Context: an optimization exercise on an open-source flow, tuned for a short achievable clock period and few clock cycles. The choices shown serve that exercise and are no tape-out recipe.
RTL that was checked went through simulation tests only; none was proved equivalent to the original.
Power figures rest on the tool's default switching activity, not on a simulated workload.

Setup of job 101:
==> flow/design.v (excerpt) <==
module Mips(
	input clk,
	input rst,
	output[31:0] imem_addr,
	input[31:0] imem_data,
	output[17:0] SRAM_ADDR,
	output[15:0] SRAM_WDATA,
	input[15:0] SRAM_RDATA,
	output SRAM_WE_N
);
localparam CIB = 4;               
localparam NCS = 1 << CIB;        
localparam CTB = 16 - CIB;        
localparam SBB = 2;               
localparam SBD = 1 << SBB;        
localparam [1:0] S_IDLE = 2'd0, S_ISSHI = 2'd1, S_CAPLO = 2'd2, S_CAPHI = 2'd3;
reg [31:0] pcf;
reg [31:0] ia_q;          
reg [15:0] btb_v;
reg [25:0] btb_tag [0:15];
reg [29:0] btb_tgt [0:15];
reg [2:0]  btb_ctr [0:15];
reg [7:0]  btb_dif [0:15];
reg [15:0] btb_xn;
reg        v2;
reg [31:0] pc2, seq2;
reg        bh2, pt2;
reg [2:0]  bc2;
reg        vS;
reg [31:0] irS, pcS, seqS;
reg [9:0]  pdS;
reg [31:0] opA_S, opB_S;
reg        srcF_S;         
reg        bWA_S, bWB_S, bW2A_S, bW2B_S;
reg        bhS, ptS;
reg [2:0]  bcS;
reg        vD;
reg [31:0] irD, pcD, seqD;
reg [9:0]  pdD;
reg        bhD, ptD;
reg [2:0]  bcD;
reg [31:0] opA_D, opB_D;
reg        srcF_D;         
reg [31:0] opA_F, opB_F;   
reg        bWA_D, bWB_D;   
reg        bW2A_D, bW2B_D;  
reg        eA_r, eB_r;     
reg [31:0] rf [1:31];
reg [31:1] rfv;           
reg        vE;
reg [31:0] A_E, B_E, T_E;
reg        aW_E, bW_E, tW_E;
reg [4:0]  rsE, rtE;
reg        uA_E, uB_E, uT_E;
reg [15:0] wE;
reg        cvE, heldMiss, specE;
reg [CTB-1:0] ctgE;
reg [31:0] cdE;
reg [4:0]  destE;
reg        weE, ldE, stE, bezE, bneE, jmpE, subE;
reg        cAdd_E, cAnd_E, cOr_E, cNor_E, cXor_E, cSll_E, cSra_E, cSrl_E;
reg        guessE, nzE;
reg [31:0] tgtE, seqE, pcE;
reg        bhE;
reg [2:0]  bcE;
reg [1:0]  mst;
reg        lbV, lbWe, lbFill, lbRdy;
reg [4:0]  lbDest;
reg [15:0] lbW;
reg [15:0] lo_cap;
  ...
clock: 15.0 ns
lec_check: 0
cap_margin: 20
core_margin: 2
core_utilization: 40
slew_margin: 40
standard.sh (not shown) runs the stock make flow with config.mk's settings and CLKGATE_MAP_FILE= SYNTH_SCRIPT=/design/flow/synth_recipe.tcl, a recipe that flattens the netlist after the stock synthesis.
==> flow/flow/run.sh <==
#!/bin/bash
# Standard ORFS layout (the standard.sh), with timing repair aimed well
# below the 15 ns clock: repair_timing keeps working until the setup slack
# reaches SETUP_SLACK_MARGIN (10.6 ns below the 15 ns clock).
export SETUP_SLACK_MARGIN=10.6
bash standard.sh > standard.log 2>&1
Job 101 closes out successfully: all stages finished, all timing, DRC and antenna checks passed.
## Diff of input files: job 102 against job 101
==> flow/flow/run.sh <==
#!/bin/bash
# Standard ORFS layout (the standard.sh) with two changes to timing repair:
#  - repair_timing keeps working until the setup slack reaches
#    SETUP_SLACK_MARGIN (10.6 ns below the 15 ns clock);
#  - resizing may pick any drive strength of a cell, not only one of the
#    same width (MATCH_CELL_FOOTPRINT=0; the platform default is 1).
export SETUP_SLACK_MARGIN=10.6
bash standard.sh MATCH_CELL_FOOTPRINT=0 finish > standard.log 2>&1
## What came out
Summary of job 102 over job 101: register-to-register slack increased by 30 ps relative to the old numbers, multi-input combinational area share held steady, maximum frequency increased 0.57%, transition time at the pin with the least slew margin has decreased. Critical path launch point: eA_r -> job 102, srcF_D -> job 101.
No run of this note included a check of the RTL's function; only the layout flow was run.

---

Another version of the RTL of Mips (not shown whole).
For scale: roughly 14000 cells after synthesis, roughly 4300 flip-flops, about 120 I/O pins, ~0.20 mm² of cells after synthesis.
==> flow/config.mk <==
export PLATFORM = sky130hd
export DESIGN_NAME = Mips
export DESIGN_NICKNAME = Mips
export VERILOG_FILES = /design/flow/design.v
export SDC_FILE = /design/flow/constraint.sdc
export NUM_CORES = 8
export LEC_CHECK = 0
export CAP_MARGIN = 20
export CORE_MARGIN = 2
export CORE_UTILIZATION = 40
export PLACE_DENSITY = 0.65
export SLEW_MARGIN = 40
==> flow/constraint.sdc <==
create_clock -name core_clock -period 15.0 [get_ports {clk}]
set_input_delay 3.0000 -clock core_clock [delete_from_list [all_inputs] [get_ports {clk}]]
set_output_delay 3.0000 -clock core_clock [all_outputs]
set_load 0.01 [all_outputs]
==> flow/flow/run.sh <==
#!/bin/bash
# Standard ORFS layout (the standard.sh), with timing repair aimed well
# below the 15 ns clock: repair_timing keeps working until the setup slack
# reaches SETUP_SLACK_MARGIN (10.7 ns below the 15 ns clock).
export SETUP_SLACK_MARGIN=10.7
bash standard.sh > standard.log 2>&1
Testbench counts at the start, summed over its fixed seeds: cycles 62,410.
Rerun with:
==> flow/flow/run.sh (replaced) <==
#!/bin/bash
# Standard ORFS layout (the standard.sh) with two changes to timing repair:
#  - repair_timing keeps working until the setup slack reaches
#    SETUP_SLACK_MARGIN (10.7 ns below the 15 ns clock);
#  - resizing may pick any drive strength of a cell, not only one of the
#    same width (MATCH_CELL_FOOTPRINT=0; the platform default is 1).
export SETUP_SLACK_MARGIN=10.7
bash standard.sh MATCH_CELL_FOOTPRINT=0 finish > standard.log 2>&1
Settings changed: PLACE_DENSITY 0.65 to not set.
Result:
- via count rose slightly
- global-route usage rose by 1.0 points
- die area does not change
- non-clock buffer count rose by 116
- clock skew hardly moves
- maximum frequency rose slightly
Rerun with:
==> flow/flow/run.sh (replaced) <==
#!/bin/bash
# Standard ORFS layout (the standard.sh), with timing repair aimed well
# below the 15 ns clock: repair_timing keeps working until the setup slack
# reaches SETUP_SLACK_MARGIN (10.75 ns below the 15 ns clock).
export SETUP_SLACK_MARGIN=10.75
bash standard.sh > standard.log 2>&1
After rerunning: The new run produced a clean layout. Wire length barely changes. Sequential share of layout area barely changes. Die area does not change.
Rerun with:
--- a/flow/flow/run.sh
+++ b/flow/flow/run.sh
@@ -4,2 +4,2 @@
-# reaches SETUP_SLACK_MARGIN (10.75 ns below the 15 ns clock).
-export SETUP_SLACK_MARGIN=10.75
+# reaches SETUP_SLACK_MARGIN (10.6 ns below the 15 ns clock).
+export SETUP_SLACK_MARGIN=10.6
What happened: The new run completed with no timing, DRC or antenna violations. Cell count goes down by 0.43%. Clock-buffer cell count is lower by 30. Setup slack improves by 0.16 ns. Register-to-register slack improved by 0.24 ns. Critical path depth goes down by 16. Clock power is about the same. Sequential power is about the same. Total power went up by 0.33%.

---

== job 8300 ==
Mips again, from the RTL that the note above started with.
// Mips
module Mips(
	input clk,
	input rst,
	output[31:0] imem_addr,
	input[31:0] imem_data,
	output[17:0] SRAM_ADDR,
	output[15:0] SRAM_WDATA,
	input[15:0] SRAM_RDATA,
	output SRAM_WE_N
);
Settings: LEC_CHECK=0, CAP_MARGIN=20, CORE_MARGIN=2, CORE_UTILIZATION=40, SLEW_MARGIN=40; clock period 15.0 ns.
==> flow/flow/run.sh <==
#!/bin/bash
# Standard ORFS layout (the standard.sh), with timing repair aimed well
# below the 15 ns clock: repair_timing keeps working until the setup slack
# reaches SETUP_SLACK_MARGIN (10.8 ns below the 15 ns clock).
export SETUP_SLACK_MARGIN=10.8
bash standard.sh > standard.log 2>&1
Testbench counts of job 8300, summed over its fixed seeds: cycles 62,410.
Input changes introduced in job 2920 (baseline for comparison: job 8300):
Settings: GPL_ROUTABILITY_DRIVEN now 0, previously not set.
==> flow/flow/run.sh <==
#!/bin/bash
# Standard ORFS layout (the standard.sh), with timing repair aimed well
# below the 15 ns clock: repair_timing keeps working until the setup slack
# reaches SETUP_SLACK_MARGIN (10.7 ns below the 15 ns clock).
export SETUP_SLACK_MARGIN=10.7
bash standard.sh > standard.log 2>&1
## What came out
- The final layouts of job 2920 and job 8300 pass the timing, design-rule and antenna checks.
- Measured against job 8300, the antenna diode count of job 2920 comes out at 1.09 times the reference value.
- Job 2920 leaves more setup margin than job 8300.
- Job 2920 vs job 8300 — share of final-layout standard cells stronger than drive strength 1 dropped 2.6 points.
- Share of total power in combinational logic: higher on job 8300
- Re routed length on met1: job 2920 is 7.1% down on job 8300.
- Total net switching power: job 2920 and job 8300 compared, higher one is job 8300
## Diff of input files: job 4781 against job 2920
Settings: GPL_ROUTABILITY_DRIVEN: 0 -> unset; CTS_CLUSTER_SIZE: unset -> 20; CTS_CLUSTER_DIAMETER: unset -> 80.
--- outcome ---
Measured against each other, job 2920 and job 4781 differ in clock period minus final worst setup slack, the lower figure coming from job 2920. Switching share of power in job 4781 is 1.7 points above job 2920. There was hardly any difference in async set-reset flop share out of synthesis between job 4781 and job 2920. [job 4781 vs job 2920] global-route wire length before repair: higher in job 4781. Both conditions hold for job 2920: the flow ran to the end and the final layout passed the timing, design-rule and antenna checks. Job 4781: full flow OK, the timing, design-rule and antenna checks passed. Critical path depth for job 4781 is higher than for job 2920. Job 4781 gives more total of plain and repair buffers excluding clock buffers than job 2920 did. Job 4781 improves on job 2920 in power. On post-route standard cell area excluding fillers, the lower figure sits with job 4781, not job 2920. Measured against each other, job 2920 and job 4781 differ in global-route usage, the lower figure coming from job 2920. Lower post-DP HPWL among job 2920 and job 4781: job 2920. Compared with job 2920, job 4781 shows total internal power that has gone down by more than 10%.

---

Setup of build 14:
Mips, a different RTL version from the one above (not shown whole).
Size in the first run: ~14000 cells after synthesis, ~4300 flip-flops, roughly 0.20 sq mm of cells after synthesis.
Settings: LEC_CHECK=0, CAP_MARGIN=20, CORE_MARGIN=2, CORE_UTILIZATION=40, SLEW_MARGIN=40; clock period 15.0 ns.
==> flow/flow/run.sh <==
#!/bin/bash
# Standard ORFS layout (the standard.sh) with two changes to timing repair:
#  - repair_timing keeps working until the setup slack reaches
#    SETUP_SLACK_MARGIN (10.6 ns below the 15 ns clock);
#  - resizing may pick any drive strength of a cell, not only one of the
#    same width (MATCH_CELL_FOOTPRINT=0; the platform default is 1).
export SETUP_SLACK_MARGIN=10.6
bash standard.sh MATCH_CELL_FOOTPRINT=0 finish > standard.log 2>&1
Input-level comparison between trial 5 and build 14:
==> flow/flow/run.sh <==
#!/bin/bash
# Standard ORFS layout (the standard.sh), with timing repair aimed well
# below the 15 ns clock: repair_timing keeps working until the setup slack
# reaches SETUP_SLACK_MARGIN (10.6 ns below the 15 ns clock).
export SETUP_SLACK_MARGIN=10.6
bash standard.sh > standard.log 2>&1
==> comparison <==
- Category of the critical setup timing path: register to register -> build 14, register to primary output -> trial 5
- On cell internal power dissipation: between trial 5 and build 14, it ends up lower for trial 5.
- Summary: final setup slack of the worst path, trial 5 better than build 14
- On trial 5: met2 routing resource usage after global routing is 0.38 points higher than what build 14 gave.
- Comparing trial 5 with build 14, the global-route usage came out essentially unchanged.
- In the metrics for trial 5 and build 14, the one carrying the higher global routing met1 resource utilization is build 14.
- On final core utilization, trial 5 and build 14 are basically level.
- Trial 5: power about 0.35% below build 14
- Compared to build 14, the routing of trial 5 uses more wire.
Function was not checked in any run of this note: the RTL went through the layout flow alone.

---

Mips, a different RTL version from the one above (not shown whole).
For scale: about 4,300 flip-flops, ~200,000 um^2 of cells after synthesis.
export LEC_CHECK = 0
export CAP_MARGIN = 20
export CORE_MARGIN = 2
export CORE_UTILIZATION = 40
export SLEW_MARGIN = 40
create_clock -name core_clock -period 15.0 [get_ports {clk}]
==> flow/flow/run.sh <==
#!/bin/bash
# Standard ORFS layout (the standard.sh), with timing repair aimed well
# below the 15 ns clock: repair_timing keeps working until the setup slack
# reaches SETUP_SLACK_MARGIN (10.8 ns below the 15 ns clock).
export SETUP_SLACK_MARGIN=10.8
bash standard.sh > standard.log 2>&1
The baseline went through all stages and came out clean.
Testbench counts at the start, summed over its fixed seeds: cycles 62,400.
Change:
==> flow/flow/run.sh (replaced) <==
#!/bin/bash
# Standard ORFS layout (the standard.sh), with timing repair aimed well
# below the 15 ns clock: repair_timing keeps working until the setup slack
# reaches SETUP_SLACK_MARGIN (10.6 ns below the 15 ns clock).
export SETUP_SLACK_MARGIN=10.6
bash standard.sh > standard.log 2>&1
--- a/flow/config.mk
+++ b/flow/config.mk
@@ -8,4 +8,4 @@
 export CAP_MARGIN = 20
 export CORE_MARGIN = 2
-export CORE_UTILIZATION = 40
+export CORE_UTILIZATION = 45
 export SLEW_MARGIN = 40
Area after synthesis does not change.
Routed wire length goes down by 3.7%.
Sequential share of layout area goes up by 1.7 points.
Critical path depth goes up by 13.
Combinational power goes down by about 8%.
Sequential power stays flat.
Clock-buffer cell count goes down by 21.
Change:
==> flow/flow/run.sh (replaced) <==
#!/bin/bash
# Standard ORFS layout (the standard.sh), with timing repair aimed well
# below the 15 ns clock: repair_timing keeps working until the setup slack
# reaches SETUP_SLACK_MARGIN (11.0 ns below the 15 ns clock).
export SETUP_SLACK_MARGIN=11.0
bash standard.sh > standard.log 2>&1
--- a/flow/config.mk
+++ b/flow/config.mk
@@ -8,4 +8,4 @@
 export CAP_MARGIN = 20
 export CORE_MARGIN = 2
-export CORE_UTILIZATION = 45
+export CORE_UTILIZATION = 40
 export SLEW_MARGIN = 40
Outcome:
- The new run finished clean
- cell count is higher by 5.6%
- final area is higher by 5.0%
- maximum frequency is higher by 1.2%
- die area is higher by 12%
- first-iteration DRC count is higher by 6.2%
- clock-buffer cell count is lower by 43
- wire length is higher by 5.8%
- power is higher by 2.6%
- hold slack is worse by 0.040 ns
- critical path depth is lower by 13
Change:
==> flow/flow/run.sh (replaced) <==
#!/bin/bash
# Standard ORFS layout (the standard.sh), with timing repair aimed well
# below the 15 ns clock: repair_timing keeps working until the setup slack
# reaches SETUP_SLACK_MARGIN (10.6 ns below the 15 ns clock).
export SETUP_SLACK_MARGIN=10.6
bash standard.sh > standard.log 2>&1
Design area fell by about 4%.
First-iteration DRC count falls by about 7%.
Final cell count goes down by 1.9%.

---

the previous run:
Another version of the RTL of Mips (not shown whole).
Size: about 14000 cells after synthesis, about 0.20 sq mm of cells after synthesis.
export LEC_CHECK = 0
export CAP_MARGIN = 20
export CORE_MARGIN = 2
export CORE_UTILIZATION = 40
export SLEW_MARGIN = 40
create_clock -name core_clock -period 15.0 [get_ports {clk}]
==> flow/flow/run.sh <==
#!/bin/bash
# Standard ORFS layout (the standard.sh) with two changes to timing repair:
#  - repair_timing keeps working until the setup slack reaches
#    SETUP_SLACK_MARGIN (10.6 ns below the 15 ns clock);
#  - resizing may pick any drive strength of a cell, not only one of the
#    same width (MATCH_CELL_FOOTPRINT=0; the platform default is 1).
export SETUP_SLACK_MARGIN=10.6
bash standard.sh MATCH_CELL_FOOTPRINT=0 finish > standard.log 2>&1
The previous run went all the way through the flow, and no timing, DRC or antenna check failed.
Testbench counts of the previous run, summed over its fixed seeds: cycles 62,400.
[inputs] the current run vs the previous run
==> flow/flow/run.sh <==
#!/bin/bash
# Standard ORFS layout (the standard.sh), with timing repair aimed well
# below the 15 ns clock: repair_timing keeps working until the setup slack
# reaches SETUP_SLACK_MARGIN (10.8 ns below the 15 ns clock).
export SETUP_SLACK_MARGIN=10.8
bash standard.sh > standard.log 2>&1
--- outcome ---
- Going from the previous run to the current run, total count of hold-check failures in the final report now sits at about the same level, power now sits higher, cell area after placement now sits at about the same level.

---

## v44
Mips, a different RTL version from the one above (not shown whole).
Size: about 13,000 cells after synthesis, roughly 4,000 flip-flops, about 120 I/O pins, ~190,000 sq um of cells after synthesis.
clock: 15.0 ns
lec_check: 0
cap_margin: 20
core_margin: 2
core_utilization: 40
cts_cluster_diameter: 60
cts_cluster_size: 24
slew_margin: 40
==> flow/flow/run.sh <==
#!/bin/bash
# Standard ORFS layout (the standard.sh), with timing repair aimed well
# below the 15 ns clock: repair_timing keeps working until the setup slack
# reaches SETUP_SLACK_MARGIN (10.8 ns below the 15 ns clock).
export SETUP_SLACK_MARGIN=10.8
bash standard.sh > standard.log 2>&1
Testbench counts of v44, summed over its fixed seeds: cycles 63,511.
Changes in v14 relative to v44:
Settings: CTS_CLUSTER_SIZE removed (was 24); CTS_CLUSTER_DIAMETER removed (was 60); CORE_UTILIZATION changed from 40 to 45.
diff --git a/flow/flow/run.sh b/flow/flow/run.sh
--- a/flow/flow/run.sh
+++ b/flow/flow/run.sh
@@ -4,2 +4,2 @@
-# reaches SETUP_SLACK_MARGIN (10.8 ns below the 15 ns clock).
-export SETUP_SLACK_MARGIN=10.8
+# reaches SETUP_SLACK_MARGIN (10.6 ns below the 15 ns clock).
+export SETUP_SLACK_MARGIN=10.6
- Compare v14 and v44 | portion of the clock cycle consumed by the worst path in the final layout lower: v14
- Summary of v14 over v44: ratio of cells with drive above 1 in the final layout down 0.21 points; worst hold slack essentially unchanged; number of max-cap violations closely matched the old numbers.
- Run comparison: v14 classification of the worst setup path in -> reg; v44 classification of the worst setup path reg -> reg
#### Input delta (v48 over v14)
Settings: changing CORE_UTILIZATION from 45 to 40.
### Flow results
in -> reg as the type of the worst setup path was reported by v14, and reg -> reg by v48. Taking v14 as the reference, in v48 detailed-router iteration count before antenna repair fell by 3, worst relative slew slack -11 points, proportion of layout cells with a drive suffix above 1 saw a decrease. Changes observed in v48 relative to v14: number of DRC markers in iteration 0 shrank by 8.7%; sequential power held steady. v14 -> v48: total area of sequential cells flat.
Input changes introduced in v24 (baseline for comparison: v48):
diff --git a/flow/flow/run.sh b/flow/flow/run.sh
--- a/flow/flow/run.sh
+++ b/flow/flow/run.sh
@@ -4,2 +4,2 @@
-# reaches SETUP_SLACK_MARGIN (10.6 ns below the 15 ns clock).
-export SETUP_SLACK_MARGIN=10.6
+# reaches SETUP_SLACK_MARGIN (10.8 ns below the 15 ns clock).
+export SETUP_SLACK_MARGIN=10.8
Results
- The final layout from v24, which completed every stage, passed the timing, design-rule and antenna checks at the end of the flow.
- The higher global-route usage of v48 and v24 is in v24.
- Max freq v48 -> v24: improved
- The power of v24 was inferior to that of v48.
- Wire length after detailed routing deteriorates in v24 relative to v48.
- Portion of the clock cycle consumed by the worst path in the final layout for v24 is lower than for v48.
- v24: total via count in the routed design higher than v48
- From v24 to v48, number of cell rows did not move at all.
The following lists how v13 was set up differently from v24:
diff --git a/flow/flow/run.sh b/flow/flow/run.sh
--- a/flow/flow/run.sh
+++ b/flow/flow/run.sh
@@ -4,2 +4,2 @@
-# reaches SETUP_SLACK_MARGIN (10.8 ns below the 15 ns clock).
-export SETUP_SLACK_MARGIN=10.8
+# reaches SETUP_SLACK_MARGIN (11.0 ns below the 15 ns clock).
+export SETUP_SLACK_MARGIN=11.0
[summary]
Comparing the two runs side by side, v13 comes out behind v24 on cell area.
After synthesis and placement, the instance count of v13 is above that of v24.
Summary of v13 over v24: share of final-layout standard cells stronger than drive strength 1 has increased; peak clock frequency supported by timing held steady; final net count saw an increase.
sky130_fd_sc_hd__or4_4 as the cell with the largest stage delay on the worst path was reported by v24, and sky130_fd_sc_hd__dlygate4sd2_1 by v13.

[separate check: timing with driven ports]
How much do the figures lean on ideal ports? The routed layouts below were timed once more, with nothing changed but the port constraints. Step 1 assumes that a clkbuf_16 drives the clock port and a buf_2 every other input. Step 2, shift: input delay + t, output delay - t, t = (earliest + latest rising clock arrival at the registers) / 2. This alone moves slack from input paths to output paths. Slacks: ideal / step 1 / step 2; pairs: ideal / step 1.
run	t (ns)	slack for setup (ns)	worst setup path at the end	clock arrival spread, ns	worst slew at a driven data input, ns
job 101	1.138	9.973 / 9.973 / 9.034	input to register	0.172 / 0.172	0.26
job 102	1.151	10.002 / 10.002 / 9.038	input to register	0.111 / 0.111	0.30
the first run of note 2	1.149	10.234 / 10.234 / 9.095	input to register	0.109 / 0.109	0.51
the second run of note 2	1.159	10.299 / 10.193 / 9.198	input to register	0.107 / 0.107	0.39
the third run of note 2	1.147	10.189 / 10.189 / 9.112	input to register	0.098 / 0.097	0.33
the fourth run of note 2	1.145	10.347 / 10.222 / 9.176	input to register	0.110 / 0.110	0.37
job 8300	1.167	10.293 / 10.185 / 9.018	input to register	0.108 / 0.109	0.36
job 2920	1.165	10.341 / 10.210 / 9.116	input to register	0.138 / 0.138	0.35
job 4781	1.099	10.291 / 10.284 / 9.204	input to register	0.076 / 0.075	0.33
build 14	1.147	10.106 / 10.106 / 9.125	input to register	0.175 / 0.176	0.40
trial 5	1.163	10.140 / 10.015 / 9.156	input to register	0.147 / 0.147	0.34
the first run of note 5	1.155	10.298 / 10.181 / 9.251	input to register	0.127 / 0.127	0.35
the second run of note 5	1.134	10.214 / 10.233 / 9.163	input to register	0.103 / 0.103	0.34
the third run of note 5	1.185	10.272 / 10.135 / 9.209	input to register	0.130 / 0.130	0.30
the fourth run of note 5	1.136	10.308 / 10.245 / 9.181	input to register	0.136 / 0.136	0.30
the previous run	1.153	10.207 / 10.208 / 9.067	input to register	0.146 / 0.146	0.37
the current run	1.165	10.043 / 10.043 / 9.089	input to register	0.129 / 0.129	0.27
v44	1.109	10.041 / 10.041 / 9.051	input to register	0.088 / 0.089	0.34
v14	1.115	10.190 / 10.145 / 9.060	input to register	0.083 / 0.083	0.32
v48	1.111	10.116 / 10.115 / 9.073	input to register	0.098 / 0.098	0.35
v24	1.120	10.230 / 10.114 / 9.047	input to register	0.126 / 0.126	0.35
v13	1.128	10.224 / 10.171 / 9.048	input to register	0.087 / 0.086	0.32
After both steps setup and hold are still met in every run listed. The setup slack of job 8300, which loses most, moves by -0.108 ns with the drivers and by -1.275 ns with both steps.
